Context: an optimization exercise on an open-source flow, tuned for small area. The choices shown serve that exercise and are no tape-out recipe. Function was checked by simulation only, so behaviour that the tests miss may differ from the original. Power is estimated from default activity; no workload was simulated.

## flow/design.v (module list and top-level ports; edited modules follow where they fit)
// module Top_FFT: 14190 lines
// module fa1: 24 lines
// module ha1: 12 lines
module Top_FFT(clk, rst, start_FFT, serial_in_r, serial_in_i, serial_out_r, serial_out_i, end_FFT, data_valid_FFT);
  // ...
==> flow/run.sh <==
#!/bin/bash
# synth_recipe.tcl (not shown) runs the flow's synth.tcl, then flattens the netlist and writes it again
# the make line also repeats each setting of config.mk as NAME=value (left out here)
make -C /OpenROAD-flow-scripts/flow DESIGN_CONFIG=/design/flow/config.mk WORK_HOME=/design/flow/orfs CLKGATE_MAP_FILE= SYNTH_SCRIPT=/design/flow/synth_recipe.tcl finish
==> flow/config.mk <==
export PLATFORM = sky130hd
export DESIGN_NAME = Top_FFT
export DESIGN_NICKNAME = Top_FFT
export VERILOG_FILES = /design/flow/design.v
export SDC_FILE = /design/flow/constraint.sdc
export NUM_CORES = 4
export LEC_CHECK = 0
export ABC_AREA = 1
export CAP_MARGIN = 20
export CORE_MARGIN = 2
export CORE_UTILIZATION = 60
export CTS_CLUSTER_DIAMETER = 100
export CTS_CLUSTER_SIZE = 30
export PLACE_DENSITY = 0.72
export SLEW_MARGIN = 20
export SYNTH_HIERARCHICAL = 1
export SYNTH_MINIMUM_KEEP_SIZE = 0
==> flow/constraint.sdc <==
create_clock -name core_clock -period 12.0 [get_ports {clk}]
set_input_delay 2.4000 -clock core_clock [delete_from_list [all_inputs] [get_ports {clk}]]
set_output_delay 2.4000 -clock core_clock [all_outputs]
set_load 0.01 [all_outputs]
==> results.tsv, run 1 <==
stage	metric	value	unit
logic_synthesis	share of the yosys chip area belonging to registers	55.0	%
finish	cell class ranked first by area	flip-flops and latches	
timing	number of pins with negative max-slew slack in the final report	0	
drt	total vias in the final route	44000	
logic_synthesis	most numerous cell in the Yosys netlist	sky130_fd_sc_hd__dfxtp_1	
finish	clock-cell share of area	2.86	%
logic_synthesis	share of synthesized area spent on multiplexers	0.216	%
timing	Fin Clk Skew	0.0713	ns
placement	port bufs	64	
clocking	buffer type at the clock tree root	sky130_fd_sc_hd__clkbuf_16	
pwr	cell-internal power	12.6	mW
finish	diode count	2	
finish	core utilization of the finished layout	63.9	%
drt	Met2 Wirelength	76.8	mm
finish	most frequent standard cell in the layout excluding fill and tap cells	sky130_fd_sc_hd__dfxtp_1	
worst_setup_path	Worst path depth	26	
pwr	highest-power group	registers	
timing	setup violators final	0	
finish	number of fill cells	9805	
logic_synthesis	cell types with the largest area share after synthesis	sky130_fd_sc_hd__dfxtp_1 (55%), sky130_fd_sc_hd__fa_1 (23%), sky130_fd_sc_hd__nand2_1 (3.6%)	
timing	Worst Hold Slack	0.298	ns
worst_setup_path	CP delay by family, top	adder cells	
clocking	number of cells upsized or downsized after cts	0	
worst_setup_path	reg2reg end	R2B.g_reg.sr[29]	
worst_setup_path	Worst Path Class, Setup	reg -> reg	
drt	# DRC	0	
run_status	run status	finished clean	
finish	Data buffer area share	1.49	%
worst_setup_path	R2R depth	26	
pwr	Gate power share	36.9	%
logic_synthesis	synthesized flop and latch total	2146	
floorplanning	area inside the core boundary	129000	um^2
pwr	register share of total power	45.7	%
global_routing	total global routing track utilization	25.9	%
==> run 2: changes to the inputs <==
--- a/flow/design.v
+++ b/flow/design.v
@@ -1491,40 +1491,32 @@
   wire [14:0] \M5.out_i ;
   wire [14:0] \M5.out_r ;
   wire [14:0] \M5.xi ;
   wire [14:0] \M5.xr ;
   wire [14:0] \M5.yi ;
   wire [14:0] \M5.yr ;
   wire \M5.za ;
   wire \M5.zb ;
-  wire \R1.clk ;
-  wire [30:0] \R1.d ;
-  reg [30:0] \R1.g_reg.sr ;
-  wire [30:0] \R1.q ;
   wire \R2A.clk ;
   wire [29:0] \R2A.d ;
   reg [29:0] \R2A.g_reg.sr ;
   wire [29:0] \R2A.q ;
   wire \R2B.clk ;
   wire [29:0] \R2B.d ;
   reg [29:0] \R2B.g_reg.sr ;
   wire [29:0] \R2B.q ;
   wire \R3A.clk ;
   wire [29:0] \R3A.d ;
   reg [29:0] \R3A.g_reg.sr ;
   wire [29:0] \R3A.q ;
   wire \R3B.clk ;
   wire [29:0] \R3B.d ;
   reg [29:0] \R3B.g_reg.sr ;
   wire [29:0] \R3B.q ;
-  wire \R4.clk ;
-  wire [30:0] \R4.d ;
-  reg [30:0] \R4.g_reg.sr ;
-  wire [30:0] \R4.q ;
   wire \R5A.clk ;
   wire [29:0] \R5A.d ;
   reg [29:0] \R5A.g_reg.sr ;
   wire [29:0] \R5A.q ;
   wire \R5B.clk ;
   wire [29:0] \R5B.d ;
   reg [29:0] \R5B.g_reg.sr ;
   wire [29:0] \R5B.q ;
@@ -2795,21 +2787,21 @@
   wire fw_1881;
   wire fw_1882;
   wire fw_1883;
   wire fw_1884;
   wire fw_1885;
   wire fw_1886;
   wire fw_1887;
   wire fw_1888;
-  wire fw_1889;
+  wire [14:0] fw_1889;
   wire fw_189;
-  wire [14:0] fw_1890;
-  wire fw_1891;
-  wire [14:0] fw_1892;
+  wire fw_1890;
+  wire [14:0] fw_1891;
+  wire fw_1892;
   wire fw_1893;
   wire fw_1894;
   wire fw_1895;
   wire fw_1896;
   wire fw_1897;
   wire fw_1898;
   wire fw_1899;
   wire fw_19;
@@ -9258,17 +9250,17 @@
     .b(\ST2.g_neg.A_SI.b [9]),
     .c(\ST2.g_neg.A_SI.c [9]),
     .co(\ST2.g_neg.A_SI.c [10]),
     .s(\R2A.d [9])
   );
   fa1 \ST2.g_neg.A_SI.genblk1.g_cv.U0  (
     .a(\ST2.sr [450]),
     .b(\ST2.g_neg.A_SI.b [0]),
-    .c(\R1.g_reg.sr [30]),
+    .c(\M1.rot ),
     .co(\ST2.g_neg.A_SI.c [1]),
     .s(\R2A.d [0])
   );
   fa1 \ST3.A_DR.g_bit[10].U  (
     .a(\ST3.sr [235]),
     .b(\ST3.A_DR.b [10]),
     .c(\ST3.A_DR.c [10]),
     .co(\ST3.A_DR.c [11]),
@@ -10478,17 +10470,17 @@
     .b(\ST5.g_neg.A_SI.b [9]),
     .c(\ST5.g_neg.A_SI.c [9]),
     .co(\ST5.g_neg.A_SI.c [10]),
     .s(\R5A.d [9])
   );
   fa1 \ST5.g_neg.A_SI.genblk1.g_cv.U0  (
     .a(\ST5.sr [30]),
     .b(\ST5.g_neg.A_SI.b [0]),
-    .c(\R4.g_reg.sr [30]),
+    .c(\M4.rot ),
     .co(\ST5.g_neg.A_SI.c [1]),
     .s(\R5A.d [0])
   );
   fa1 \ST6.A_DR.g_bit[10].U  (
     .a(\ST6.sr [25]),
     .b(\ST6.A_DR.b [10]),
     .c(\ST6.A_DR.c [10]),
     .co(\ST6.A_DR.c [11]),
@@ -10908,32 +10900,32 @@
   assign fw_1971 = ! \M5.addr ;
   assign fw_1970 = \M5.addr  == 2'h2;
   assign \M5.AI.b  = fw_1944 ? fw_1946 : fw_1945;
   assign fw_1969 = \M5.addr  == 2'h1;
   assign fw_1968 = ! \M5.addr ;
   assign fw_1967 = \M5.addr  == 2'h2;
   assign \M5.AI.a  = fw_1967 ? fw_1975 : fw_1947;
   assign fw_1966 = ! \M5.addr ;
-  assign fw_1965 = \M5.addr  == 2'h2;
+  assign fw_1964 = \M5.addr  == 2'h2;
   assign \M5.AR.ci  = fw_1948 ? fw_1950 : fw_1949;
   assign fw_1962 = \M5.addr  == 2'h1;
-  assign fw_1961 = ! \M5.addr ;
+  assign fw_1960 = ! \M5.addr ;
   assign fw_1959 = \M5.addr  == 2'h2;
   assign \M5.AR.b  = fw_1959 ? 15'h0000 : fw_1951;
   assign fw_1958 = ! \M5.addr ;
   assign fw_1957 = \M5.addr  == 2'h2;
   assign \M5.AR.a  = fw_1952 ? fw_1954 : fw_1953;
   assign fw_1954 = fw_1957 ? \R5A.g_reg.sr [14:0] : \M5.MA.A3.s ;
   assign fw_1953 = fw_1955 ? \R5A.g_reg.sr [29:15] : \M5.NA.s ;
   assign fw_1952 = fw_1956 | fw_1957;
   assign fw_1951 = fw_1958 ? 15'h0000 : \M5.MB.A3.s ;
-  assign fw_1950 = fw_1965 ? 1'h0 : fw_1976;
-  assign fw_1949 = fw_1961 ? 1'h0 : fw_1976;
-  assign fw_1948 = fw_1962 | fw_1965;
+  assign fw_1950 = fw_1964 ? 1'h0 : fw_1976;
+  assign fw_1949 = fw_1960 ? 1'h0 : fw_1976;
+  assign fw_1948 = fw_1962 | fw_1964;
   assign fw_1947 = fw_1966 ? \R5A.g_reg.sr [14:0] : \M5.NA.s ;
   assign \ST6.diff_r [0] = ~ fw_2055;
   assign fw_1946 = fw_1970 ? 15'h0000 : \M5.MB.A3.s ;
   assign fw_1945 = fw_1968 ? 15'h0000 : fw_1974;
   assign fw_1944 = fw_1969 | fw_1970;
   assign \ST6.A_DR.c [1] = \ST6.sr [15] | \ST6.A_DR.b [0];
   assign fw_1943 = fw_1973 ? 1'h1 : 1'h0;
   assign fw_1942 = fw_1971 ? 1'h0 : \M5.zb ;
@@ -10985,43 +10977,43 @@
   assign fw_1903 = fw_1901 | fw_1902;
   assign fw_1902 = \R5A.g_reg.sr [1] & \M5.MB.c3 [1];
   assign fw_1901 = \R5A.g_reg.sr [1] & \R5A.g_reg.sr [3];
   assign fw_1918 = \M5.MB.A2.s [3] & \M5.MB.c3 [5];
   assign fw_1919 = fw_1917 | fw_1918;
   assign fw_1920 = \R5A.g_reg.sr [7] & \M5.MB.c3 [5];
   assign \M5.MB.A3.ci  = fw_1919 | fw_1920;
   assign \M5.MB.c3 [1] = \R5A.g_reg.sr [0] & \R5A.g_reg.sr [2];
-  assign \ST5.A_SR.b  = \R4.g_reg.sr [29:15] & { q5[1], q5[1], q5[1], q5[1], q5[1], q5[1], q5[1], q5[1], q5[1], q5[1], q5[1], q5[1], q5[1], q5[1], q5[1] };
+  assign \ST5.A_SR.b  = \ST5.in_r  & { q5[1], q5[1], q5[1], q5[1], q5[1], q5[1], q5[1], q5[1], q5[1], q5[1], q5[1], q5[1], q5[1], q5[1], q5[1] };
   assign fw_1883 = \ST5.sr [45] ^ \ST5.A_DR.b [0];
-  assign \ST5.A_DR.b  = ~ \R4.g_reg.sr [29:15];
-  assign \ST5.fin  = q5[1] ? { \ST5.A_DR.s [14:1], \ST5.diff_r [0], \ST5.diff_i  } : \R4.g_reg.sr [29:0];
-  assign fw_1892 = \R4.g_reg.sr [14:0] ^ { \R4.g_reg.sr [30], \R4.g_reg.sr [30], \R4.g_reg.sr [30], \R4.g_reg.sr [30], \R4.g_reg.sr [30], \R4.g_reg.sr [30], \R4.g_reg.sr [30], \R4.g_reg.sr [30], \R4.g_reg.sr [30], \R4.g_reg.sr [30], \R4.g_reg.sr [30], \R4.g_reg.sr [30], \R4.g_reg.sr [30], \R4.g_reg.sr [30], \R4.g_reg.sr [30] };
-  assign \ST5.g_neg.A_SI.b  = fw_1892 & { q5[1], q5[1], q5[1], q5[1], q5[1], q5[1], q5[1], q5[1], q5[1], q5[1], q5[1], q5[1], q5[1], q5[1], q5[1] };
-  assign fw_1890 = \R4.g_reg.sr [14:0] ^ { \R4.g_reg.sr [30], \R4.g_reg.sr [30], \R4.g_reg.sr [30], \R4.g_reg.sr [30], \R4.g_reg.sr [30], \R4.g_reg.sr [30], \R4.g_reg.sr [30], \R4.g_reg.sr [30], \R4.g_reg.sr [30], \R4.g_reg.sr [30], \R4.g_reg.sr [30], \R4.g_reg.sr [30], \R4.g_reg.sr [30], \R4.g_reg.sr [30], \R4.g_reg.sr [30] };
-  assign \ST5.g_neg.A_DI.b  = ~ fw_1890;
-  assign \ST5.g_neg.A_DI.ci  = ~ \R4.g_reg.sr [30];
+  assign \ST5.A_DR.b  = ~ \ST5.in_r ;
+  assign \ST5.fin  = q5[1] ? { \ST5.A_DR.s [14:1], \ST5.diff_r [0], \ST5.diff_i  } : { \ST5.in_r , \ST5.in_i  };
+  assign fw_1891 = \ST5.in_i  ^ { \M4.rot , \M4.rot , \M4.rot , \M4.rot , \M4.rot , \M4.rot , \M4.rot , \M4.rot , \M4.rot , \M4.rot , \M4.rot , \M4.rot , \M4.rot , \M4.rot , \M4.rot  };
+  assign \ST5.g_neg.A_SI.b  = fw_1891 & { q5[1], q5[1], q5[1], q5[1], q5[1], q5[1], q5[1], q5[1], q5[1], q5[1], q5[1], q5[1], q5[1], q5[1], q5[1] };
+  assign fw_1889 = \ST5.in_i  ^ { \M4.rot , \M4.rot , \M4.rot , \M4.rot , \M4.rot , \M4.rot , \M4.rot , \M4.rot , \M4.rot , \M4.rot , \M4.rot , \M4.rot , \M4.rot , \M4.rot , \M4.rot  };
+  assign \ST5.g_neg.A_DI.b  = ~ fw_1889;
+  assign \ST5.g_neg.A_DI.ci  = ~ \M4.rot ;
   always @(posedge clk)
     \ST5.sr  <= { \ST5.sr [29:0], \ST5.fin  };
   assign \ST5.A_DR.c [1] = \ST5.sr [45] | \ST5.A_DR.b [0];
   assign \ST5.diff_r [0] = ~ fw_1883;
-  assign \M4.out_i  = \M4.rot  ? \M4.in_r  : \M4.in_i ;
+  assign \ST5.in_i  = \M4.rot  ? \M4.in_r  : \M4.in_i ;
   assign \ST4.A_SR.b  = \R3B.g_reg.sr [29:15] & { q4[2], q4[2], q4[2], q4[2], q4[2], q4[2], q4[2], q4[2], q4[2], q4[2], q4[2], q4[2], q4[2], q4[2], q4[2] };
-  assign fw_1671 = \ST4.sr [105] ^ \ST4.A_DR.b [0];
+  assign fw_1691 = \ST4.sr [105] ^ \ST4.A_DR.b [0];
   assign \ST4.A_DR.b  = ~ \R3B.g_reg.sr [29:15];
   assign \ST4.fin  = q4[2] ? { \ST4.A_DR.s [14:1], \ST4.diff_r [0], \ST4.diff_i  } : \R3B.g_reg.sr ;
   assign \ST4.g_pos.A_SI.b  = \R3B.g_reg.sr [14:0] & { q4[2], q4[2], q4[2], q4[2], q4[2], q4[2], q4[2], q4[2], q4[2], q4[2], q4[2], q4[2], q4[2], q4[2], q4[2] };
-  assign fw_1598 = \ST4.sr [90] ^ \ST4.g_pos.A_DI.b [0];
+  assign fw_1618 = \ST4.sr [90] ^ \ST4.g_pos.A_DI.b [0];
   assign \ST4.g_pos.A_DI.b  = ~ \R3B.g_reg.sr [14:0];
   always @(posedge clk)
     \ST4.sr  <= { \ST4.sr [89:0], \ST4.fin  };
   assign \ST4.A_DR.c [1] = \ST4.sr [105] | \ST4.A_DR.b [0];
-  assign \ST4.diff_r [0] = ~ fw_1671;
+  assign \ST4.diff_r [0] = ~ fw_1691;
   assign \ST4.g_pos.A_DI.c [1] = \ST4.sr [90] | \ST4.g_pos.A_DI.b [0];
-  assign \ST4.diff_i [0] = ~ fw_1598;
+  assign \ST4.diff_i [0] = ~ fw_1618;
   assign \M3.in_i_n  = ~ \R3A.g_reg.sr [14:0];
   assign fw_0 = \M3.ncr_o0  & \R3A.g_reg.sr [15];
   assign fw_1 = \M3.ncr_m0  & \M3.in_r_n [0];
   assign fw_2 = fw_0 | fw_1;
   assign \M3.v1  = ~ fw_2;
   assign fw_3 = \M3.ncr_o0  & \R3A.g_reg.sr [16];
   assign fw_4 = \M3.ncr_m0  & \M3.in_r_n [1];
   assign fw_5 = fw_3 | fw_4;
@@ -13054,40 +13046,40 @@
   assign fw_1592 = fw_1590 | fw_1591;
   assign \M3.v631  = ~ fw_1592;
   assign fw_1593 = \M3.ncr_o2  & \R3A.g_reg.sr [5];
   assign fw_1594 = \M3.ncr_m2  & \M3.in_i_n [5];
   assign fw_1595 = fw_1593 | fw_1594;
   assign fw_1596 = \M3.ncr_t2  & \R3A.g_reg.sr [4];
   assign fw_1597 = fw_1595 | fw_1596;
   assign \M3.v632  = ~ fw_1597;
-  assign fw_1599 = \M3.ncr_o2  & \R3A.g_reg.sr [6];
-  assign fw_1600 = \M3.ncr_m2  & \M3.in_i_n [6];
-  assign fw_1601 = fw_1599 | fw_1600;
-  assign fw_1602 = \M3.ncr_t2  & \R3A.g_reg.sr [5];
-  assign fw_1603 = fw_1601 | fw_1602;
-  assign \M3.v633  = ~ fw_1603;
-  assign fw_1604 = \M3.ncr_o2  & \R3A.g_reg.sr [7];
-  assign fw_1605 = \M3.ncr_m2  & \M3.in_i_n [7];
-  assign fw_1606 = fw_1604 | fw_1605;
-  assign fw_1607 = \M3.ncr_t2  & \R3A.g_reg.sr [6];
-  assign fw_1608 = fw_1606 | fw_1607;
-  assign \M3.v634  = ~ fw_1608;
-  assign fw_1609 = \M3.ncr_o2  & \R3A.g_reg.sr [8];
-  assign fw_1610 = \M3.ncr_m2  & \M3.in_i_n [8];
-  assign fw_1611 = fw_1609 | fw_1610;
-  assign fw_1612 = \M3.ncr_t2  & \R3A.g_reg.sr [7];
-  assign fw_1613 = fw_1611 | fw_1612;
-  assign \M3.v635  = ~ fw_1613;
-  assign fw_1614 = \M3.ncr_o2  & \R3A.g_reg.sr [9];
-  assign fw_1615 = \M3.ncr_m2  & \M3.in_i_n [9];
-  assign fw_1616 = fw_1614 | fw_1615;
-  assign fw_1617 = \M3.ncr_t2  & \R3A.g_reg.sr [8];
-  assign fw_1618 = fw_1616 | fw_1617;
-  assign \M3.v636  = ~ fw_1618;
+  assign fw_1598 = \M3.ncr_o2  & \R3A.g_reg.sr [6];
+  assign fw_1599 = \M3.ncr_m2  & \M3.in_i_n [6];
+  assign fw_1600 = fw_1598 | fw_1599;
+  assign fw_1601 = \M3.ncr_t2  & \R3A.g_reg.sr [5];
+  assign fw_1602 = fw_1600 | fw_1601;
+  assign \M3.v633  = ~ fw_1602;
+  assign fw_1603 = \M3.ncr_o2  & \R3A.g_reg.sr [7];
+  assign fw_1604 = \M3.ncr_m2  & \M3.in_i_n [7];
+  assign fw_1605 = fw_1603 | fw_1604;
+  assign fw_1606 = \M3.ncr_t2  & \R3A.g_reg.sr [6];
+  assign fw_1607 = fw_1605 | fw_1606;
+  assign \M3.v634  = ~ fw_1607;
+  assign fw_1608 = \M3.ncr_o2  & \R3A.g_reg.sr [8];
+  assign fw_1609 = \M3.ncr_m2  & \M3.in_i_n [8];
+  assign fw_1610 = fw_1608 | fw_1609;
+  assign fw_1611 = \M3.ncr_t2  & \R3A.g_reg.sr [7];
+  assign fw_1612 = fw_1610 | fw_1611;
+  assign \M3.v635  = ~ fw_1612;
+  assign fw_1613 = \M3.ncr_o2  & \R3A.g_reg.sr [9];
+  assign fw_1614 = \M3.ncr_m2  & \M3.in_i_n [9];
+  assign fw_1615 = fw_1613 | fw_1614;
+  assign fw_1616 = \M3.ncr_t2  & \R3A.g_reg.sr [8];
+  assign fw_1617 = fw_1615 | fw_1616;
+  assign \M3.v636  = ~ fw_1617;
   assign fw_1619 = \M3.ncr_o2  & \R3A.g_reg.sr [10];
   assign fw_1620 = \M3.ncr_m2  & \M3.in_i_n [10];
   assign fw_1621 = fw_1619 | fw_1620;
   assign fw_1622 = \M3.ncr_t2  & \R3A.g_reg.sr [9];
   assign fw_1623 = fw_1621 | fw_1622;
   assign \M3.v637  = ~ fw_1623;
   assign fw_1624 = \M3.ncr_o2  & \R3A.g_reg.sr [11];
   assign fw_1625 = \M3.ncr_m2  & \M3.in_i_n [11];
@@ -13141,40 +13133,40 @@
   assign fw_1665 = fw_1663 | fw_1664;
   assign \M3.v646  = ~ fw_1665;
   assign fw_1666 = \M3.ncr_o3  & \R3A.g_reg.sr [4];
   assign fw_1667 = \M3.ncr_m3  & \M3.in_i_n [4];
   assign fw_1668 = fw_1666 | fw_1667;
   assign fw_1669 = \M3.ncr_t3  & \R3A.g_reg.sr [3];
   assign fw_1670 = fw_1668 | fw_1669;
   assign \M3.v647  = ~ fw_1670;
-  assign fw_1672 = \M3.ncr_o3  & \R3A.g_reg.sr [5];
-  assign fw_1673 = \M3.ncr_m3  & \M3.in_i_n [5];
-  assign fw_1674 = fw_1672 | fw_1673;
-  assign fw_1675 = \M3.ncr_t3  & \R3A.g_reg.sr [4];
-  assign fw_1676 = fw_1674 | fw_1675;
-  assign \M3.v648  = ~ fw_1676;
-  assign fw_1677 = \M3.ncr_o3  & \R3A.g_reg.sr [6];
-  assign fw_1678 = \M3.ncr_m3  & \M3.in_i_n [6];
-  assign fw_1679 = fw_1677 | fw_1678;
-  assign fw_1680 = \M3.ncr_t3  & \R3A.g_reg.sr [5];
-  assign fw_1681 = fw_1679 | fw_1680;
-  assign \M3.v649  = ~ fw_1681;
-  assign fw_1682 = \M3.ncr_o3  & \R3A.g_reg.sr [7];
-  assign fw_1683 = \M3.ncr_m3  & \M3.in_i_n [7];
-  assign fw_1684 = fw_1682 | fw_1683;
-  assign fw_1685 = \M3.ncr_t3  & \R3A.g_reg.sr [6];
-  assign fw_1686 = fw_1684 | fw_1685;
-  assign \M3.v650  = ~ fw_1686;
-  assign fw_1687 = \M3.ncr_o3  & \R3A.g_reg.sr [8];
-  assign fw_1688 = \M3.ncr_m3  & \M3.in_i_n [8];
-  assign fw_1689 = fw_1687 | fw_1688;
-  assign fw_1690 = \M3.ncr_t3  & \R3A.g_reg.sr [7];
-  assign fw_1691 = fw_1689 | fw_1690;
-  assign \M3.v651  = ~ fw_1691;
+  assign fw_1671 = \M3.ncr_o3  & \R3A.g_reg.sr [5];
+  assign fw_1672 = \M3.ncr_m3  & \M3.in_i_n [5];
+  assign fw_1673 = fw_1671 | fw_1672;
+  assign fw_1674 = \M3.ncr_t3  & \R3A.g_reg.sr [4];
+  assign fw_1675 = fw_1673 | fw_1674;
+  assign \M3.v648  = ~ fw_1675;
+  assign fw_1676 = \M3.ncr_o3  & \R3A.g_reg.sr [6];
+  assign fw_1677 = \M3.ncr_m3  & \M3.in_i_n [6];
+  assign fw_1678 = fw_1676 | fw_1677;
+  assign fw_1679 = \M3.ncr_t3  & \R3A.g_reg.sr [5];
+  assign fw_1680 = fw_1678 | fw_1679;
+  assign \M3.v649  = ~ fw_1680;
+  assign fw_1681 = \M3.ncr_o3  & \R3A.g_reg.sr [7];
+  assign fw_1682 = \M3.ncr_m3  & \M3.in_i_n [7];
+  assign fw_1683 = fw_1681 | fw_1682;
+  assign fw_1684 = \M3.ncr_t3  & \R3A.g_reg.sr [6];
+  assign fw_1685 = fw_1683 | fw_1684;
+  assign \M3.v650  = ~ fw_1685;
+  assign fw_1686 = \M3.ncr_o3  & \R3A.g_reg.sr [8];
+  assign fw_1687 = \M3.ncr_m3  & \M3.in_i_n [8];
+  assign fw_1688 = fw_1686 | fw_1687;
+  assign fw_1689 = \M3.ncr_t3  & \R3A.g_reg.sr [7];
+  assign fw_1690 = fw_1688 | fw_1689;
+  assign \M3.v651  = ~ fw_1690;
   assign fw_1692 = \M3.ncr_o3  & \R3A.g_reg.sr [9];
   assign fw_1693 = \M3.ncr_m3  & \M3.in_i_n [9];
   assign fw_1694 = fw_1692 | fw_1693;
   assign fw_1695 = \M3.ncr_t3  & \R3A.g_reg.sr [8];
   assign fw_1696 = fw_1694 | fw_1695;
   assign \M3.v652  = ~ fw_1696;
   assign fw_1697 = \M3.ncr_o3  & \R3A.g_reg.sr [10];
   assign fw_1698 = \M3.ncr_m3  & \M3.in_i_n [10];
@@ -13428,20 +13420,20 @@
   assign fw_1886 = \M3.p727  & \M3.g724 ;
   assign \M3.g736  = \M3.g726  | fw_1886;
   assign \M3.p737  = \M3.p727  & \M3.p725 ;
   assign fw_1887 = \M3.p731  & \M3.g728 ;
   assign \M3.g738  = \M3.g730  | fw_1887;
   assign fw_1888 = \M3.p735  & \M3.g732 ;
   assign \M3.g740  = \M3.g734  | fw_1888;
   assign \M3.p741  = \M3.p735  & \M3.p733 ;
-  assign fw_1889 = \M3.p741  & \M3.g738 ;
-  assign \M3.g742  = \M3.g740  | fw_1889;
-  assign fw_1891 = \M3.p737  & \M3.g742 ;
-  assign \M3.g744  = \M3.g736  | fw_1891;
+  assign fw_1890 = \M3.p741  & \M3.g738 ;
+  assign \M3.g742  = \M3.g740  | fw_1890;
+  assign fw_1892 = \M3.p737  & \M3.g742 ;
+  assign \M3.g744  = \M3.g736  | fw_1892;
   assign fw_1893 = ~ \M3.nci_m5 ;
   assign fw_1894 = ~ \M3.ncr_m5 ;
   assign fw_1895 = \M3.v474  ^ \M3.v488 ;
   assign \M3.t777s  = ~ fw_1895;
   assign \M3.t777c  = \M3.v474  | \M3.v488 ;
   assign fw_1896 = \M3.v475  ^ \M3.v489 ;
   assign \M3.t780s  = ~ fw_1896;
   assign \M3.t780c  = \M3.v475  | \M3.v489 ;
@@ -13566,30 +13558,30 @@
   assign \TW.hit [0] = ! p3;
   assign \TW.hit [1] = p3 == 6'h01;
   assign \TW.hit [2] = p3 == 6'h02;
   assign \TW.hit [3] = p3 == 6'h03;
   assign \TW.hit [4] = p3 == 6'h04;
   assign \TW.hit [5] = p3 == 6'h05;
   assign \TW.hit [6] = p3 == 6'h06;
   assign \ST3.A_SR.b  = \R2B.g_reg.sr [29:15] & { q3[3], q3[3], q3[3], q3[3], q3[3], q3[3], q3[3], q3[3], q3[3], q3[3], q3[3], q3[3], q3[3], q3[3], q3[3] };
-  assign fw_1960 = \ST3.sr [225] ^ \ST3.A_DR.b [0];
+  assign fw_1961 = \ST3.sr [225] ^ \ST3.A_DR.b [0];
   assign \ST3.A_DR.b  = ~ \R2B.g_reg.sr [29:15];
   assign \ST3.fin  = q3[3] ? { \ST3.A_DR.s [14:1], \ST3.diff_r [0], \ST3.diff_i  } : \R2B.g_reg.sr ;
   assign \ST3.g_pos.A_SI.b  = \R2B.g_reg.sr [14:0] & { q3[3], q3[3], q3[3], q3[3], q3[3], q3[3], q3[3], q3[3], q3[3], q3[3], q3[3], q3[3], q3[3], q3[3], q3[3] };
   assign fw_1963 = \ST3.sr [210] ^ \ST3.g_pos.A_DI.b [0];
   assign \ST3.g_pos.A_DI.b  = ~ \R2B.g_reg.sr [14:0];
   always @(posedge clk)
     \ST3.sr  <= { \ST3.sr [209:0], \ST3.fin  };
   assign \ST3.A_DR.c [1] = \ST3.sr [225] | \ST3.A_DR.b [0];
-  assign \ST3.diff_r [0] = ~ fw_1960;
+  assign \ST3.diff_r [0] = ~ fw_1961;
   assign \ST3.g_pos.A_DI.c [1] = \ST3.sr [210] | \ST3.g_pos.A_DI.b [0];
   assign \ST3.diff_i [0] = ~ fw_1963;
-  assign fw_1964 = | \R2A.g_reg.sr [22:15];
-  assign \M2.NA.ci  = ! fw_1964;
+  assign fw_1965 = | \R2A.g_reg.sr [22:15];
+  assign \M2.NA.ci  = ! fw_1965;
   assign fw_1977 = | \R2A.g_reg.sr [7:0];
   assign \M2.zb  = ! fw_1977;
   assign \M2.NA.a  = ~ \M2.MA.A3.s ;
   assign fw_1995 = ! \M2.addr ;
   assign fw_1978 = ~ \R2A.g_reg.sr [29:15];
   assign fw_1994 = \M2.addr  == 2'h1;
   assign fw_1979 = ~ \M2.MB.A3.s ;
   assign fw_1980 = \M2.addr  == 2'h2;
@@ -13681,30 +13673,30 @@
   assign fw_2048 = fw_2050 | fw_2049;
   assign fw_2049 = \R2A.g_reg.sr [1] & \M2.MB.c3 [1];
   assign fw_2050 = \R2A.g_reg.sr [1] & \R2A.g_reg.sr [3];
   assign fw_2033 = \M2.MB.A2.s [3] & \M2.MB.c3 [5];
   assign fw_2032 = fw_2034 | fw_2033;
   assign fw_2031 = \R2A.g_reg.sr [7] & \M2.MB.c3 [5];
   assign \M2.MB.A3.ci  = fw_2032 | fw_2031;
   assign \M2.MB.c3 [1] = \R2A.g_reg.sr [0] & \R2A.g_reg.sr [2];
-  assign \ST2.A_SR.b  = \R1.g_reg.sr [29:15] & { q2[4], q2[4], q2[4], q2[4], q2[4], q2[4], q2[4], q2[4], q2[4], q2[4], q2[4], q2[4], q2[4], q2[4], q2[4] };
+  assign \ST2.A_SR.b  = \ST2.in_r  & { q2[4], q2[4], q2[4], q2[4], q2[4], q2[4], q2[4], q2[4], q2[4], q2[4], q2[4], q2[4], q2[4], q2[4], q2[4] };
   assign fw_2054 = \ST2.sr [465] ^ \ST2.A_DR.b [0];
-  assign \ST2.A_DR.b  = ~ \R1.g_reg.sr [29:15];
-  assign \ST2.fin  = q2[4] ? { \ST2.A_DR.s [14:1], \ST2.diff_r [0], \ST2.diff_i  } : \R1.g_reg.sr [29:0];
-  assign fw_2052 = \R1.g_reg.sr [14:0] ^ { \R1.g_reg.sr [30], \R1.g_reg.sr [30], \R1.g_reg.sr [30], \R1.g_reg.sr [30], \R1.g_reg.sr [30], \R1.g_reg.sr [30], \R1.g_reg.sr [30], \R1.g_reg.sr [30], \R1.g_reg.sr [30], \R1.g_reg.sr [30], \R1.g_reg.sr [30], \R1.g_reg.sr [30], \R1.g_reg.sr [30], \R1.g_reg.sr [30], \R1.g_reg.sr [30] };
+  assign \ST2.A_DR.b  = ~ \ST2.in_r ;
+  assign \ST2.fin  = q2[4] ? { \ST2.A_DR.s [14:1], \ST2.diff_r [0], \ST2.diff_i  } : { \ST2.in_r , \ST2.in_i  };
+  assign fw_2052 = \ST2.in_i  ^ { \M1.rot , \M1.rot , \M1.rot , \M1.rot , \M1.rot , \M1.rot , \M1.rot , \M1.rot , \M1.rot , \M1.rot , \M1.rot , \M1.rot , \M1.rot , \M1.rot , \M1.rot  };
   assign \ST2.g_neg.A_SI.b  = fw_2052 & { q2[4], q2[4], q2[4], q2[4], q2[4], q2[4], q2[4], q2[4], q2[4], q2[4], q2[4], q2[4], q2[4], q2[4], q2[4] };
-  assign fw_2053 = \R1.g_reg.sr [14:0] ^ { \R1.g_reg.sr [30], \R1.g_reg.sr [30], \R1.g_reg.sr [30], \R1.g_reg.sr [30], \R1.g_reg.sr [30], \R1.g_reg.sr [30], \R1.g_reg.sr [30], \R1.g_reg.sr [30], \R1.g_reg.sr [30], \R1.g_reg.sr [30], \R1.g_reg.sr [30], \R1.g_reg.sr [30], \R1.g_reg.sr [30], \R1.g_reg.sr [30], \R1.g_reg.sr [30] };
+  assign fw_2053 = \ST2.in_i  ^ { \M1.rot , \M1.rot , \M1.rot , \M1.rot , \M1.rot , \M1.rot , \M1.rot , \M1.rot , \M1.rot , \M1.rot , \M1.rot , \M1.rot , \M1.rot , \M1.rot , \M1.rot  };
   assign \ST2.g_neg.A_DI.b  = ~ fw_2053;
-  assign \ST2.g_neg.A_DI.ci  = ~ \R1.g_reg.sr [30];
+  assign \ST2.g_neg.A_DI.ci  = ~ \M1.rot ;
   always @(posedge clk)
     \ST2.sr  <= { \ST2.sr [449:0], \ST2.fin  };
   assign \ST2.A_DR.c [1] = \ST2.sr [465] | \ST2.A_DR.b [0];
   assign \ST2.diff_r [0] = ~ fw_2054;
-  assign \M1.out_i  = \M1.rot  ? \M1.in_r  : \M1.in_i ;
+  assign \ST2.in_i  = \M1.rot  ? \M1.in_r  : \M1.in_i ;
   assign \ST1.A_SR.b  = serial_in_r & { \ST1.sel , \ST1.sel , \ST1.sel , \ST1.sel , \ST1.sel , \ST1.sel , \ST1.sel , \ST1.sel , \ST1.sel , \ST1.sel , \ST1.sel , \ST1.sel , \ST1.sel , \ST1.sel , \ST1.sel  };
   assign fw_2056 = \ST1.sr [945] ^ \ST1.A_DR.b [0];
   assign \ST1.A_DR.b  = ~ serial_in_r;
   assign \ST1.fin0  = \ST1.sel  ? { \ST1.A_DR.s [14:1], \ST1.diff_r [0], \ST1.diff_i  } : { serial_in_r, serial_in_i };
   assign \ST1.g_pos.A_SI.b  = serial_in_i & { \ST1.sel , \ST1.sel , \ST1.sel , \ST1.sel , \ST1.sel , \ST1.sel , \ST1.sel , \ST1.sel , \ST1.sel , \ST1.sel , \ST1.sel , \ST1.sel , \ST1.sel , \ST1.sel , \ST1.sel  };
   assign fw_2057 = \ST1.sr [930] ^ \ST1.g_pos.A_DI.b [0];
   assign \ST1.g_pos.A_DI.b  = ~ serial_in_i;
   assign \ST1.fin  = \ST1.ext  ? { \ST1.ext_r , \ST1.ext_i  } : \ST1.fin0 ;
@@ -13728,47 +13720,43 @@
     else \CTRL.t  <= fw_2058;
   always @(posedge clk)
     p3 <= p3n[5:0];
   always @(posedge clk)
     \R5B.g_reg.sr  <= { \M5.AR.s , \M5.AI.s  };
   assign \M5.addr  = p5[0] ? { p5[1], p5[2] } : 2'h0;
   always @(posedge clk)
     \R5A.g_reg.sr  <= \R5A.d ;
-  always @(posedge clk)
-    \R4.g_reg.sr  <= { \M4.rot , \M4.out_r , \M4.out_i  };
-  assign \M4.out_r  = \M4.rot  ? \M4.in_i  : \M4.in_r ;
+  assign \ST5.in_r  = \M4.rot  ? \M4.in_i  : \M4.in_r ;
   assign \M4.rot  = p4[1] & p4[2];
   always @(posedge clk)
     \R3B.g_reg.sr  <= { \R3B.d [29:23], \M3.out_r_lo.s , \R3B.d [14:8], \M3.out_i_lo.s  };
   assign \M3.in_r_n  = ~ \R3A.g_reg.sr [29:15];
   assign \TW.hit [63] = p3 == 6'h3f;
-  assign p3n = \CTRL.t  - 8'h3b;
+  assign p3n = \CTRL.t  - 8'h3a;
   always @(posedge clk)
     \R3A.g_reg.sr  <= \R3A.d ;
   always @(posedge clk)
     \R2B.g_reg.sr  <= { \M2.AR.s , \M2.AI.s  };
   assign \M2.addr  = p2[3] ? { p2[4], p2[5] } : 2'h0;
   always @(posedge clk)
     \R2A.g_reg.sr  <= \R2A.d ;
-  always @(posedge clk)
-    \R1.g_reg.sr  <= { \M1.rot , \M1.out_r , \M1.out_i  };
-  assign \M1.out_r  = \M1.rot  ? \M1.in_i  : \M1.in_r ;
+  assign \ST2.in_r  = \M1.rot  ? \M1.in_i  : \M1.in_r ;
   assign \M1.rot  = p1[4] & p1[5];
   assign \ST1.ext  = ~ lo64;
   assign \ST1.sel  = \CTRL.t [5] & lo64;
-  assign p5 = \CTRL.t  - 8'h45;
-  assign p4 = \CTRL.t  - 8'h41;
-  assign p2 = \CTRL.t  - 8'h32;
+  assign p5 = \CTRL.t  - 8'h43;
+  assign p4 = \CTRL.t  - 8'h40;
+  assign p2 = \CTRL.t  - 8'h31;
   assign p1 = \CTRL.t  - 8'h20;
-  assign q6 = \CTRL.t  - 8'h46;
-  assign q5 = \CTRL.t  - 8'h42;
-  assign q4 = \CTRL.t  - 8'h3d;
-  assign q3 = \CTRL.t  - 8'h33;
-  assign q2 = \CTRL.t  - 8'h21;
+  assign q6 = \CTRL.t  - 8'h44;
+  assign q5 = \CTRL.t  - 8'h40;
+  assign q4 = \CTRL.t  - 8'h3c;
+  assign q3 = \CTRL.t  - 8'h32;
+  assign q2 = \CTRL.t  - 8'h20;
   assign lo64 = ! \CTRL.t [7:6];
   assign \ST6.A_SR.b  = \R5B.g_reg.sr [29:15] & { q6[0], q6[0], q6[0], q6[0], q6[0], q6[0], q6[0], q6[0], q6[0], q6[0], q6[0], q6[0], q6[0], q6[0], q6[0] };
   assign \M3.out_r_x  = { \M3.t442c , \M3.t441c , \M3.t440c , \M3.t439c , \M3.t438c , \M3.t437c , \M3.t436c , \M3.t435c , \M3.t434c , \M3.t433c , \M3.t432c , \M3.t431c , \M3.t430c , \M3.h429c , \M3.h429s  };
   assign \M3.out_r_y  = { \M3.t443s , \M3.t442s , \M3.t441s , \M3.t440s , \M3.t439s , \M3.t438s , \M3.t437s , \M3.t436s , \M3.t435s , \M3.t434s , \M3.t433s , \M3.t432s , \M3.t431s , \M3.t430s , \M3.g313  };
   assign \M3.out_r_s0 [14:8] = \M3.out_r_h0.s ;
   assign \M3.out_r_s1 [14:9] = \M3.out_r_h1.s [6:1];
   assign \M3.out_i_x  = { \M3.t873c , \M3.t872c , \M3.t871c , \M3.t870c , \M3.t869c , \M3.t868c , \M3.t867c , \M3.t866c , \M3.t865c , \M3.t864c , \M3.t863c , \M3.t862c , \M3.t861c , \M3.h860c , \M3.h860s  };
   assign \M3.out_i_y  = { \M3.t874s , \M3.t873s , \M3.t872s , \M3.t871s , \M3.t870s , \M3.t869s , \M3.t868s , \M3.t867s , \M3.t866s , \M3.t865s , \M3.t864s , \M3.t863s , \M3.t862s , \M3.t861s , \M3.g744  };
@@ -13814,35 +13802,34 @@
   assign \ST4.ext_i  = 15'h0000;
   assign \ST4.ext_r  = 15'h0000;
   assign \ST4.in_i  = \R3B.g_reg.sr [14:0];
   assign \ST4.in_r  = \R3B.g_reg.sr [29:15];
   assign \ST4.ext  = 1'h0;
   assign \ST4.ng  = 1'h0;
   assign \ST4.sel  = q4[2];
   assign \ST4.clk  = clk;
-  assign \R4.q  = \R4.g_reg.sr ;
-  assign \R4.d  = { \M4.rot , \M4.out_r , \M4.out_i  };
-  assign \R4.clk  = clk;
+  assign \M4.out_i  = \ST5.in_i ;
+  assign \M4.out_r  = \ST5.in_r ;
   assign \ST5.g_neg.A_DI.a  = \ST5.sr [44:30];
   assign \ST5.g_neg.A_DI.s  = \ST5.diff_i ;
   assign \ST5.g_neg.A_DI.c [15] = \ST5.g_neg.A_DI.co ;
   assign \ST5.g_neg.A_SI.a  = \ST5.sr [44:30];
-  assign \ST5.g_neg.A_SI.ci  = \R4.g_reg.sr [30];
+  assign \ST5.g_neg.A_SI.ci  = \M4.rot ;
   assign \ST5.g_neg.A_SI.s  = \R5A.d [14:0];
   assign \ST5.g_neg.A_SI.c [15] = \ST5.g_neg.A_SI.co ;
   assign \ST5.A_DR.a  = \ST5.sr [59:45];
   assign \ST5.A_DR.ci  = 1'h1;
   assign \ST5.A_DR.s [0] = \ST5.diff_r [0];
   assign \ST5.A_DR.c [15] = \ST5.A_DR.co ;
   assign \ST5.A_SR.a  = \ST5.sr [59:45];
   assign \ST5.A_SR.ci  = 1'h0;
   assign \ST5.A_SR.s  = \R5A.d [29:15];
   assign \ST5.A_SR.c [15] = \ST5.A_SR.co ;
-  assign \ST5.g_neg.ngv  = { \R4.g_reg.sr [30], \R4.g_reg.sr [30], \R4.g_reg.sr [30], \R4.g_reg.sr [30], \R4.g_reg.sr [30], \R4.g_reg.sr [30], \R4.g_reg.sr [30], \R4.g_reg.sr [30], \R4.g_reg.sr [30], \R4.g_reg.sr [30], \R4.g_reg.sr [30], \R4.g_reg.sr [30], \R4.g_reg.sr [30], \R4.g_reg.sr [30], \R4.g_reg.sr [30] };
+  assign \ST5.g_neg.ngv  = { \M4.rot , \M4.rot , \M4.rot , \M4.rot , \M4.rot , \M4.rot , \M4.rot , \M4.rot , \M4.rot , \M4.rot , \M4.rot , \M4.rot , \M4.rot , \M4.rot , \M4.rot  };
   assign \ST5.fin0  = \ST5.fin ;
   assign \ST5.diff_r [14:1] = \ST5.A_DR.s [14:1];
   assign \ST5.sum_i  = \R5A.d [14:0];
   assign \ST5.sum_r  = \R5A.d [29:15];
   assign \ST5.f_i  = \ST5.sr [44:30];
   assign \ST5.f_r  = \ST5.sr [59:45];
   assign \M3.out_i_h1.c [7] = \M3.out_i_h1.co ;
   assign \M3.out_i_h1.s [0] = \M3.out_i_s1 [8];
@@ -13863,32 +13850,30 @@
   assign \M3.out_r_lo.ci  = 1'h0;
   assign \M3.out_r_lo.b  = { \M3.t436s , \M3.t435s , \M3.t434s , \M3.t433s , \M3.t432s , \M3.t431s , \M3.t430s , \M3.g313  };
   assign \M3.out_r_lo.a  = { \M3.t435c , \M3.t434c , \M3.t433c , \M3.t432c , \M3.t431c , \M3.t430c , \M3.h429c , \M3.h429s  };
   assign \M3.out_r_h0.c [7] = \M3.out_r_h0.co ;
   assign \M3.out_r_h0.ci  = 1'h0;
   assign \M3.out_r_h0.b  = { \M3.t443s , \M3.t442s , \M3.t441s , \M3.t440s , \M3.t439s , \M3.t438s , \M3.t437s  };
   assign \M3.out_r_h0.a  = { \M3.t442c , \M3.t441c , \M3.t440c , \M3.t439c , \M3.t438c , \M3.t437c , \M3.t436c  };
   assign \ST5.tap_i  = \ST5.sr [14:0];
+  assign \ST5.tap_r  = \ST5.sr [29:15];
   assign \M3.out_r_h1.c [7] = \M3.out_r_h1.co ;
   assign \M3.out_r_h1.s [0] = \M3.out_r_s1 [8];
   assign \M3.out_r_h1.ci  = 1'h1;
   assign \M3.out_r_h1.b  = { \M3.t443s , \M3.t442s , \M3.t441s , \M3.t440s , \M3.t439s , \M3.t438s , \M3.t437s  };
   assign \M3.out_r_h1.a  = { \M3.t442c , \M3.t441c , \M3.t440c , \M3.t439c , \M3.t438c , \M3.t437c , \M3.t436c  };
   assign \TW.addr  = p3;
   assign \TW.dg  = { 1'h0, \M3.pci_t4 , \M3.pci_t3 , \M3.pci_t2 , \M3.pci_t1 , \M3.pci_t0 , \M3.pci_o5 , \M3.pci_o4 , \M3.pci_o3 , \M3.pci_o2 , \M3.pci_o1 , \M3.pci_o0 , \M3.pci_m5 , \M3.pci_m4 , \M3.pci_m3 , \M3.pci_m2 , \M3.pci_m1 , \M3.pci_m0 , 1'h0, \M3.ncr_t4 , \M3.ncr_t3 , \M3.ncr_t2 , \M3.ncr_t1 , \M3.ncr_t0 , \M3.ncr_o5 , \M3.ncr_o4 , \M3.ncr_o3 , \M3.ncr_o2 , \M3.ncr_o1 , \M3.ncr_o0 , \M3.ncr_m5 , \M3.ncr_m4 , \M3.ncr_m3 , \M3.ncr_m2 , \M3.ncr_m1 , \M3.ncr_m0 , 1'h0, \M3.nci_t4 , \M3.nci_t3 , \M3.nci_t2 , \M3.nci_t1 , \M3.nci_t0 , \M3.nci_o5 , \M3.nci_o4 , \M3.nci_o3 , \M3.nci_o2 , \M3.nci_o1 , \M3.nci_o0 , \M3.nci_m5 , \M3.nci_m4 , \M3.nci_m3 , \M3.nci_m2 , \M3.nci_m1 , \M3.nci_m0  };
-  assign \ST5.tap_r  = \ST5.sr [29:15];
   assign \ST5.out_i  = \R5A.d [14:0];
   assign \ST5.out_r  = \R5A.d [29:15];
   assign \ST5.ext_i  = 15'h0000;
   assign \ST5.ext_r  = 15'h0000;
-  assign \ST5.in_i  = \R4.g_reg.sr [14:0];
-  assign \ST5.in_r  = \R4.g_reg.sr [29:15];
   assign \ST5.ext  = 1'h0;
-  assign \ST5.ng  = \R4.g_reg.sr [30];
+  assign \ST5.ng  = \M4.rot ;
   assign \ST5.sel  = q5[1];
   assign \ST5.clk  = clk;
   assign \R5A.q  = \R5A.g_reg.sr ;
   assign \R5A.clk  = clk;
   assign \M5.AI.c [15] = \M5.AI.co ;
   assign \M5.AR.c [15] = \M5.AR.co ;
   assign \M5.MB.x  = \R5A.g_reg.sr [14:0];
   assign \M5.MB.p  = \M5.MB.A3.s ;
@@ -13981,34 +13966,35 @@
   assign \M2.ci  = \M2.AI.ci ;
   assign \M5.ci  = \M5.AI.ci ;
   assign \M5.cr  = \M5.AR.ci ;
   assign \M5.yi  = \M5.AI.b ;
   assign \M5.xi  = \M5.AI.a ;
   assign \M5.yr  = \M5.AR.b ;
   assign \M5.xr  = \M5.AR.a ;
   assign \M5.za  = \M5.NA.ci ;
+  assign \M5.Na  = \M5.NA.s ;
   assign \M2.MA.A3.a  = \M2.MA.A2.s [18:4];
   assign \M2.MA.A3.b  = { \R2A.g_reg.sr [29], \R2A.g_reg.sr [29], \R2A.g_reg.sr [29], \R2A.g_reg.sr [29], \R2A.g_reg.sr [29], \R2A.g_reg.sr [29], \R2A.g_reg.sr [29], \R2A.g_reg.sr [29], \R2A.g_reg.sr [29:23] };
   assign \M2.MA.A3.c [15] = \M2.MA.A3.co ;
   assign \M2.MA.A2.a  = { \M2.MA.A1.s , \R2A.g_reg.sr [17:15] };
   assign \M2.MA.A2.b  = { \M2.MA.A1.s [15], \M2.MA.A1.s [15], \M2.MA.A1.s , \R2A.g_reg.sr [17] };
   assign \M2.MA.A2.ci  = 1'h0;
   assign \M2.MA.A2.c [19] = \M2.MA.A2.co ;
   assign \M2.MA.A1.a  = { \R2A.g_reg.sr [29], \R2A.g_reg.sr [29:15] };
   assign \M2.MA.A1.b  = { \R2A.g_reg.sr [29], \R2A.g_reg.sr [29], \R2A.g_reg.sr [29], \R2A.g_reg.sr [29], \R2A.g_reg.sr [29:18] };
   assign \M2.MA.A1.ci  = 1'h0;
   assign \M2.MA.A1.c [16] = \M2.MA.A1.co ;
-  assign \M5.Na  = \M5.NA.s ;
   assign \M5.Pb  = \M5.MB.A3.s ;
   assign \M5.Pa  = \M5.MA.A3.s ;
   assign \M5.out_i  = \M5.AI.s ;
   assign \M5.out_r  = \M5.AR.s ;
   assign \M5.in_i  = \R5A.g_reg.sr [14:0];
   assign \M5.in_r  = \R5A.g_reg.sr [29:15];
+  assign \R5B.q  = \R5B.g_reg.sr ;
   assign { \M2.MA.c3 [6], \M2.MA.c3 [0] } = { \M2.MA.A3.ci , 1'h0 };
   assign \M2.MA.b3  = { \R2A.g_reg.sr [29], \R2A.g_reg.sr [29], \R2A.g_reg.sr [29], \R2A.g_reg.sr [29], \R2A.g_reg.sr [29], \R2A.g_reg.sr [29], \R2A.g_reg.sr [29], \R2A.g_reg.sr [29], \R2A.g_reg.sr [29:17] };
   assign \M2.MA.a3  = { \M2.MA.A2.s , \R2A.g_reg.sr [16:15] };
   assign \M2.MA.x45  = { \M2.MA.A2.s , \R2A.g_reg.sr [16:15] };
   assign \M2.MA.x9  = { \M2.MA.A1.s , \R2A.g_reg.sr [17:15] };
   assign \M2.MA.p  = \M2.MA.A3.s ;
   assign \M2.MA.x  = \R2A.g_reg.sr [29:15];
   assign \M2.MB.A3.a  = \M2.MB.A2.s [18:4];
@@ -14017,17 +14003,16 @@
   assign \M2.MB.A2.a  = { \M2.MB.A1.s , \R2A.g_reg.sr [2:0] };
   assign \M2.MB.A2.b  = { \M2.MB.A1.s [15], \M2.MB.A1.s [15], \M2.MB.A1.s , \R2A.g_reg.sr [2] };
   assign \M2.MB.A2.ci  = 1'h0;
   assign \M2.MB.A2.c [19] = \M2.MB.A2.co ;
   assign \M2.MB.A1.a  = { \R2A.g_reg.sr [14], \R2A.g_reg.sr [14:0] };
   assign \M2.MB.A1.b  = { \R2A.g_reg.sr [14], \R2A.g_reg.sr [14], \R2A.g_reg.sr [14], \R2A.g_reg.sr [14], \R2A.g_reg.sr [14:3] };
   assign \M2.MB.A1.ci  = 1'h0;
   assign \M2.MB.A1.c [16] = \M2.MB.A1.co ;
-  assign \R5B.q  = \R5B.g_reg.sr ;
   assign \R5B.d  = { \M5.AR.s , \M5.AI.s  };
   assign \R5B.clk  = clk;
   assign \ST6.g_pos.A_DI.a  = \ST6.sr [14:0];
   assign \ST6.g_pos.A_DI.ci  = 1'h1;
   assign \ST6.g_pos.A_DI.s  = \ST6.diff_i ;
   assign \ST6.g_pos.A_DI.c [15] = \ST6.g_pos.A_DI.co ;
   assign { \M2.MB.c3 [6], \M2.MB.c3 [0] } = { \M2.MB.A3.ci , 1'h0 };
   assign \M2.MB.b3  = { \R2A.g_reg.sr [14], \R2A.g_reg.sr [14], \R2A.g_reg.sr [14], \R2A.g_reg.sr [14], \R2A.g_reg.sr [14], \R2A.g_reg.sr [14], \R2A.g_reg.sr [14], \R2A.g_reg.sr [14], \R2A.g_reg.sr [14:2] };
@@ -14037,66 +14022,63 @@
   assign \M2.MB.p  = \M2.MB.A3.s ;
   assign \M2.MB.x  = \R2A.g_reg.sr [14:0];
   assign \M2.AR.c [15] = \M2.AR.co ;
   assign \M2.AI.c [15] = \M2.AI.co ;
   assign \R2A.clk  = clk;
   assign \R2A.q  = \R2A.g_reg.sr ;
   assign \ST2.clk  = clk;
   assign \ST2.sel  = q2[4];
-  assign \ST2.ng  = \R1.g_reg.sr [30];
+  assign \ST2.ng  = \M1.rot ;
   assign \ST2.ext  = 1'h0;
-  assign \ST2.in_r  = \R1.g_reg.sr [29:15];
-  assign \ST2.in_i  = \R1.g_reg.sr [14:0];
   assign \ST2.ext_r  = 15'h0000;
   assign \ST2.ext_i  = 15'h0000;
   assign \ST2.out_r  = \R2A.d [29:15];
   assign \ST2.out_i  = \R2A.d [14:0];
   assign \ST2.tap_r  = \ST2.sr [29:15];
   assign \ST2.tap_i  = \ST2.sr [14:0];
   assign \ST2.f_r  = \ST2.sr [479:465];
   assign \ST2.f_i  = \ST2.sr [464:450];
   assign \ST2.sum_r  = \R2A.d [29:15];
   assign \ST2.sum_i  = \R2A.d [14:0];
   assign \ST2.diff_r [14:1] = \ST2.A_DR.s [14:1];
   assign \ST2.fin0  = \ST2.fin ;
-  assign \ST2.g_neg.ngv  = { \R1.g_reg.sr [30], \R1.g_reg.sr [30], \R1.g_reg.sr [30], \R1.g_reg.sr [30], \R1.g_reg.sr [30], \R1.g_reg.sr [30], \R1.g_reg.sr [30], \R1.g_reg.sr [30], \R1.g_reg.sr [30], \R1.g_reg.sr [30], \R1.g_reg.sr [30], \R1.g_reg.sr [30], \R1.g_reg.sr [30], \R1.g_reg.sr [30], \R1.g_reg.sr [30] };
+  assign \ST2.g_neg.ngv  = { \M1.rot , \M1.rot , \M1.rot , \M1.rot , \M1.rot , \M1.rot , \M1.rot , \M1.rot , \M1.rot , \M1.rot , \M1.rot , \M1.rot , \M1.rot , \M1.rot , \M1.rot  };
   assign \ST6.g_pos.A_SI.a  = \ST6.sr [14:0];
   assign \ST6.g_pos.A_SI.ci  = 1'h0;
   assign \ST6.g_pos.A_SI.s  = \ST1.ext_i ;
   assign \ST6.g_pos.A_SI.c [15] = \ST6.g_pos.A_SI.co ;
+  assign \ST6.A_DR.a  = \ST6.sr [29:15];
   assign \ST2.A_SR.c [15] = \ST2.A_SR.co ;
   assign \ST2.A_SR.s  = \R2A.d [29:15];
   assign \ST2.A_SR.ci  = 1'h0;
   assign \ST2.A_SR.a  = \ST2.sr [479:465];
-  assign \ST6.A_DR.a  = \ST6.sr [29:15];
+  assign \ST6.A_DR.ci  = 1'h1;
   assign \ST2.A_DR.c [15] = \ST2.A_DR.co ;
   assign \ST2.A_DR.s [0] = \ST2.diff_r [0];
   assign \ST2.A_DR.ci  = 1'h1;
   assign \ST2.A_DR.a  = \ST2.sr [479:465];
   assign \ST2.g_neg.A_SI.c [15] = \ST2.g_neg.A_SI.co ;
   assign \ST2.g_neg.A_SI.s  = \R2A.d [14:0];
-  assign \ST2.g_neg.A_SI.ci  = \R1.g_reg.sr [30];
+  assign \ST2.g_neg.A_SI.ci  = \M1.rot ;
   assign \ST2.g_neg.A_SI.a  = \ST2.sr [464:450];
   assign \ST2.g_neg.A_DI.c [15] = \ST2.g_neg.A_DI.co ;
   assign \ST2.g_neg.A_DI.s  = \ST2.diff_i ;
   assign \ST2.g_neg.A_DI.a  = \ST2.sr [464:450];
-  assign \R1.clk  = clk;
-  assign \R1.d  = { \M1.rot , \M1.out_r , \M1.out_i  };
-  assign \R1.q  = \R1.g_reg.sr ;
-  assign \ST6.A_DR.ci  = 1'h1;
+  assign \M1.out_r  = \ST2.in_r ;
+  assign \M1.out_i  = \ST2.in_i ;
   assign \ST6.A_DR.s [0] = \ST6.diff_r [0];
   assign \ST1.clk  = clk;
   assign \ST1.ng  = 1'h0;
   assign \ST1.in_r  = serial_in_r;
   assign \ST1.in_i  = serial_in_i;
   assign \ST1.out_r  = \M1.in_r ;
   assign \ST1.out_i  = \M1.in_i ;
-  assign \ST1.tap_r  = \ST1.sr [299:285];
-  assign \ST1.tap_i  = \ST1.sr [284:270];
+  assign \ST1.tap_r  = \ST1.sr [359:345];
+  assign \ST1.tap_i  = \ST1.sr [344:330];
   assign \ST1.f_r  = \ST1.sr [959:945];
   assign \ST1.f_i  = \ST1.sr [944:930];
   assign \ST1.sum_r  = \M1.in_r ;
   assign \ST1.sum_i  = \M1.in_i ;
   assign \ST1.diff_r [14:1] = \ST1.A_DR.s [14:1];
   assign \ST6.A_DR.c [15] = \ST6.A_DR.co ;
   assign \ST6.A_SR.a  = \ST6.sr [29:15];
   assign \ST6.A_SR.ci  = 1'h0;
@@ -14151,47 +14133,47 @@
   assign g_r = { \R3B.d [29:23], \M3.out_r_lo.s  };
   assign e_i = \R3A.g_reg.sr [14:0];
   assign e_r = \R3A.g_reg.sr [29:15];
   assign d_i = \M2.AI.s ;
   assign d_r = \M2.AR.s ;
   assign c_i = \R2A.g_reg.sr [14:0];
   assign c_r = \R2A.g_reg.sr [29:15];
   assign rot1 = \M1.rot ;
-  assign ng5 = \R4.g_reg.sr [30];
-  assign ng2 = \R1.g_reg.sr [30];
-  assign k_i = \M4.out_i ;
-  assign k_r = \M4.out_r ;
-  assign b_i = \M1.out_i ;
-  assign b_r = \M1.out_r ;
+  assign ng5 = \M4.rot ;
+  assign ng2 = \M1.rot ;
+  assign k_i = \ST5.in_i ;
+  assign k_r = \ST5.in_r ;
+  assign b_i = \ST2.in_i ;
+  assign b_r = \ST2.in_r ;
   assign s6o_i = \ST1.ext_i ;
   assign s6o_r = \ST1.ext_r ;
   assign s6i_i = \R5B.g_reg.sr [14:0];
   assign s6i_r = \R5B.g_reg.sr [29:15];
   assign s5o_i = \R5A.d [14:0];
   assign s5o_r = \R5A.d [29:15];
-  assign s5i_i = \R4.g_reg.sr [14:0];
-  assign s5i_r = \R4.g_reg.sr [29:15];
+  assign s5i_i = \ST5.in_i ;
+  assign s5i_r = \ST5.in_r ;
   assign s4o_i = \M4.in_i ;
   assign s4o_r = \M4.in_r ;
   assign s4i_i = \R3B.g_reg.sr [14:0];
   assign s4i_r = \R3B.g_reg.sr [29:15];
   assign s3o_i = \R3A.d [14:0];
   assign s3o_r = \R3A.d [29:15];
   assign s3i_i = \R2B.g_reg.sr [14:0];
   assign s3i_r = \R2B.g_reg.sr [29:15];
   assign s2o_i = \R2A.d [14:0];
   assign s2o_r = \R2A.d [29:15];
-  assign s2i_i = \R1.g_reg.sr [14:0];
-  assign s2i_r = \R1.g_reg.sr [29:15];
+  assign s2i_i = \ST2.in_i ;
+  assign s2i_r = \ST2.in_r ;
   assign s1o_i = \M1.in_i ;
   assign s1o_r = \M1.in_r ;
   assign t = \CTRL.t ;
-  assign serial_out_i = \ST1.sr [284:270];
-  assign serial_out_r = \ST1.sr [299:285];
+  assign serial_out_i = \ST1.sr [344:330];
+  assign serial_out_r = \ST1.sr [359:345];
 endmodule
 module fa1(a, b, c, s, co);
   input a;
   wire a;
   input b;
   wire b;
   input c;
   wire c;
--- a/flow/config.mk
+++ b/flow/config.mk
@@ -6,12 +6,13 @@
 export NUM_CORES = 4
 export LEC_CHECK = 0
 export ABC_AREA = 1
 export CAP_MARGIN = 20
 export CORE_MARGIN = 2
 export CORE_UTILIZATION = 60
 export CTS_CLUSTER_DIAMETER = 100
 export CTS_CLUSTER_SIZE = 30
+export GPL_TIMING_DRIVEN = 0
 export PLACE_DENSITY = 0.72
 export SLEW_MARGIN = 20
 export SYNTH_HIERARCHICAL = 1
 export SYNTH_MINIMUM_KEEP_SIZE = 0
==> run 2 against run 1 <==
  * Still clean on timing, DRC and antenna
  * Routed wire length grew 19%
  * Sequential share of layout area fell by 0.81 points
  * Sequential cell count shrank 62
  * Register-to-register slack got worse by 1.5 ns
  * Global-route usage up 5.2 points
  * Non-clock buffer count up 226
  * Final area fell by 1.3%
  * Fmax shrank 13%
  * Sequential power down 2%
  * Combinational power rose by 6.4%
  * Power grew 1.2%
  * Critical path type unchanged
==> results.tsv, run 2 <==
stage	metric	value	unit	change
worst_setup_path	crit end category	flip-flop		
finish	most frequent cells in the layout	sky130_fd_sc_hd__dfxtp_1 (2072), sky130_fd_sc_hd__fa_1 (907), sky130_fd_sc_hd__nand2_1 (726), sky130_fd_sc_hd__inv_1 (471), sky130_fd_sc_hd__nor2_1 (426)		
logic_synthesis	cell types with the largest area share after synthesis	sky130_fd_sc_hd__dfxtp_1 (54%), sky130_fd_sc_hd__fa_1 (24%), sky130_fd_sc_hd__nand2_1 (3.6%)		
placement	cell count after placement	8035		
finish	Regs by FF count	ST1.sr: 960 flops, ST2.sr: 480 flops, ST3.sr: 240 flops		
clocking	buffer type at the clock tree root	sky130_fd_sc_hd__clkbuf_16		
clocking	clock tree from TritonCTS	built		
logic_synthesis	post-synthesis average cell area	12.1	um^2	
timing	Final Hold Violating Endpoints	0		
clocking	count of buffers added by post-CTS timing repair for setup	0		
clocking	number of clock sinks seen by CTS	2084		
placement	sum of net half-perimeters after detailed placement	151	mm	
logic_synthesis	share of flip-flops with an asynchronous set or reset	0.384	%	
placement	port bufs	64		unchanged
drt	number of design-rule violations left by the first detailed-router iteration	4573		
floorplanning	I/O pin count	65		
floorplanning	Die Width	361	um	
logic_synthesis	largest area contributor in the netlist	sky130_fd_sc_hd__dfxtp_1		
timing	Worst Hold Slack	0.322	ns	+0.0242 ns
finish	final layout net count	7531		
pwr	static power due to leakage	35.1	nW	
finish	number of cells in the finished layout apart from fillers	8133		
worst_setup_path	Worst Path Class, Setup	reg -> reg		
logic_synthesis	dominant register cell in the synthesized netlist	sky130_fd_sc_hd__dfxtp_1		
logic_synthesis	cell area after synthesis	76500	um^2	
drt	# DRC	0		unchanged
finish	Largest register FFs	960		
worst_setup_path	worst path required time	12.63	ns	
drt	routed metal-1 wirelength	85.1	mm	
floorplanning	chip height	361	um	
clocking	H-tree Lvls	3		
worst_setup_path	CP dominant cell by count	sky130_fd_sc_hd__fa_1		
finish	number of fill cells	9430		-3.8%
worst_setup_path	peak fanout along the critical path	14		
drt	detail-routed via count per cell	5.54		
finish	most frequent standard cell in the layout excluding fill and tap cells	sky130_fd_sc_hd__dfxtp_1		
drt	total vias in the final route	45100		+2.5%
timing	unrepaired setup endpoints after global routing	false		
global_routing	first-pass GRT wire length	297	mm	
floorplanning	effective utilization at floorplan	60.3	%	
timing	sum of negative setup slack	0	ns	
clocking	number of buffers added to fix hold violations after cts	0		
floorplanning	area inside the core boundary	127000	um^2	-1.8%
finish	area growth from synthesis to final layout	6.58	%	
worst_setup_path	WP data arrival	12.06	ns	
timing	Fin Clk Skew	0.0367	ns	-0.0345 ns
logic_synthesis	Commonest cells post-synth	sky130_fd_sc_hd__dfxtp_1 (2076), sky130_fd_sc_hd__fa_1 (907), sky130_fd_sc_hd__nand2_1 (726)		
logic_synthesis	number of enable flip-flop cells after synthesis	0		
timing	Setup WS post-layout	0.574	ns	
global_routing	total global routing track utilization	31.0	%	+5.2 points
timing	final cycle utilization of the critical path	95.2	%	
drt	post-DR wirelength/cell	24.2	um	
timing	number of pins with negative max-slew slack in the final report	0		unchanged
drt	uppermost signal routing layer after detailed routing	met5		
clocking	number of cells upsized or downsized after cts	0		unchanged
finish	top register by number of flip-flops	ST1.sr		
pwr	areal power density over the cells	240	nW/um^2	
placement	final weighted congestion of routability-driven global placement	0.990		
global_routing	initial antenna violation count	10		
timing	setup violators final	0		unchanged
logic_synthesis	YS warnings	7		
timing	Slew @ Worst Pin	1.22	ns	
floorplanning	floorplan row count	131		
flow_run	# Max-Cap Violations	0		
floorplanning	area of the die	130000	um^2	
worst_setup_path	startpoint types	flip-flop		
logic_synthesis	share of the yosys chip area belonging to registers	54.6	%	-0.45 points
placement	worst setup slack before clock tree synthesis	0.740	ns	
timing	post-route minimum period	11.43	ns	
logic_synthesis	most numerous cell in the Yosys netlist	sky130_fd_sc_hd__dfxtp_1		
clocking	number of buffers created by CTS	80		
logic_synthesis	Post-Synthesis Net Count	7385		
timing	maximum operating frequency	87.5	MHz	
global_routing	Overflow after GRT	0		
global_routing	pin count of the biggest net entering global routing	32		
clocking	clock tree buffer depth	3		
logic_synthesis	area share of the largest cell type after synthesis	54.3	%	
worst_setup_path	cell type of the slowest stage on the worst timing path	sky130_fd_sc_hd__clkbuf_1		
logic_synthesis	library cells used by synthesis	51		
timing	Slew Limit Headroom	17.9	%	
logic_synthesis	synthesized flop and latch total	2084		-2.9%
run_status	run status	finished clean		
drt	antenna-violating nets left	0		
clocking	clock transition at the register clock pins on the worst setup and hold paths after CTS	0.11	ns	
drt	length of the first detailed-routing pass in iterations	8		
worst_setup_path	maximum single-stage delay on the critical path	0.79	ns	
min_path	min-delay worst type	reg -> reg		
logic_synthesis	number of instances in the synthesized netlist	6309		
clocking	latest clock arrival within the worst-skew pair	0.74	ns	
finish	fraction of final layout cells sized beyond drive strength 1	3.99	%	
drt	routed wire length	197	mm	
global_routing	number of global-route vias before repair	46600		
pwr	highest ir drop seen on vdd	0.529	mV	
drt	met3 routed WL	15.3	mm	
drt	Met2 Wirelength	89.2	mm	+16%
==> run 2: cell types whose count changed after synthesis, moves of 25 or more <==
| cell | delta |
|---|---|
| sky130_fd_sc_hd__a221oi_1 | -30 |
| sky130_fd_sc_hd__dfxtp_1 | -62 |
| sky130_fd_sc_hd__nand2_1 | -25 |
| sky130_fd_sc_hd__o22ai_1 | +29 |
| sky130_fd_sc_hd__inv_1 | -59 |
| sky130_fd_sc_hd__xnor2_1 | -30 |
| sky130_fd_sc_hd__nor2_1 | -27 |
==> run 2: cells by family (layout without fill, tap and decap cells) <==
family                     count (synthesis)  in the layout  synth area share (%)
buffers and inverters                    803            963                  4.26
muxes                                     14             14                 0.183
DFF                                     2084           2084                  54.6
other                                      0              2                     0
and+or+nand+nor                         1315           1315                  7.08
xor gates and xnor gates                  10             10                 0.114
AOI/OAI and AO/OA                       1040           1040                  7.86
adders and majority gates               1043           1043                  25.9
==> run 2: cell type report <==
class	count	area, um^2	area share [%]
Buffer	304	1390	1.70
Tap cell	1662	2080	2.55
Clock buffer	86	2050	2.51
Clock inverter	10	241	0.296
Inverter	499	1870	2.30
Multi-Input combinational cell	3422	31500	38.7
Sequential cell	2084	41800	51.2
Timing Repair Buffer	64	641	0.785
Antenna cell	2	5.00	0.00614
==> run 2: worst paths after layout <==
kind,end,from,slack (ns),cells past startpoint
worst max-delay path,R2B.g_reg.sr[29],CTRL.t[1],0.57,29
worst min-delay path,ST2.sr[114],ST2.sr[84],0.32,0
worst max register to register,R2B.g_reg.sr[29],CTRL.t[1],0.57,29
worst min register to register,ST2.sr[114],ST2.sr[84],0.32,0
max in group asynchronous,CTRL.t[5],rst,9.72,1
min in group asynchronous,CTRL.t[7],rst,1.96,1
==> run 2: layer usage <==
layer  up-vias  GRT usage [%]
met5         -          0.185
met4        10           10.4
met3       320           6.02
met2      1726           48.4
met1     22700           44.0
li1      20300              -
==> run 2: stage by stage <==
step | area [um^2] | util, % | power [mW]
5_1_grt | 81600 | 64.2 | 21.1
4_1_cts | 81500 | 64.2 | 19.7
3_3_place_gp | 79300 | 62.4 | 16.0
2_1_floorplan | 76500 | - | 13.9
6_report | 81600 | 64.2 | 19.6
3_5_place_dp | 79300 | 62.4 | 16.4
==> run 2: worst max-delay path, delay by kind of cell (launching register included) <==
kind                     cells  cell delay, ns
XOR/XNOR                     1            0.14
adder cells (fa/ha/maj)     17            6.75
buffers and inverters        7            2.73
flip-flops                   1            0.48
AND/OR/NAND/NOR              4            1.21
==> run 2: modules after synthesis, one instance, submodules excluded <==
| module | copies in the design | flip-flops and latches | cells | cell area (um^2) |
|---|---|---|---|---|
| ha1 | 103 | 0 | 1 | 12.5 |
| fa1 | 907 | 0 | 1 | 20.0 |
| Top_FFT | 1 | 2084 | 5299 | 57100 |
==> run 2: power breakdown <==
part           switching [mW]  total, mW  internal (mW)  leakage, nW
clock                    2.03       3.31           1.28         1.10
sequential              0.636       8.69           8.05         17.5
combinational            4.35       7.61           3.26         16.5

Check on run 2: ideal ports give 0.574 ns setup slack; a clkbuf_16 on the clock port and buf_2 on the inputs give 0.574 ns; moving port delays by the midpoint clock arrival (0.805 ns) as well gives 0.574 ns.
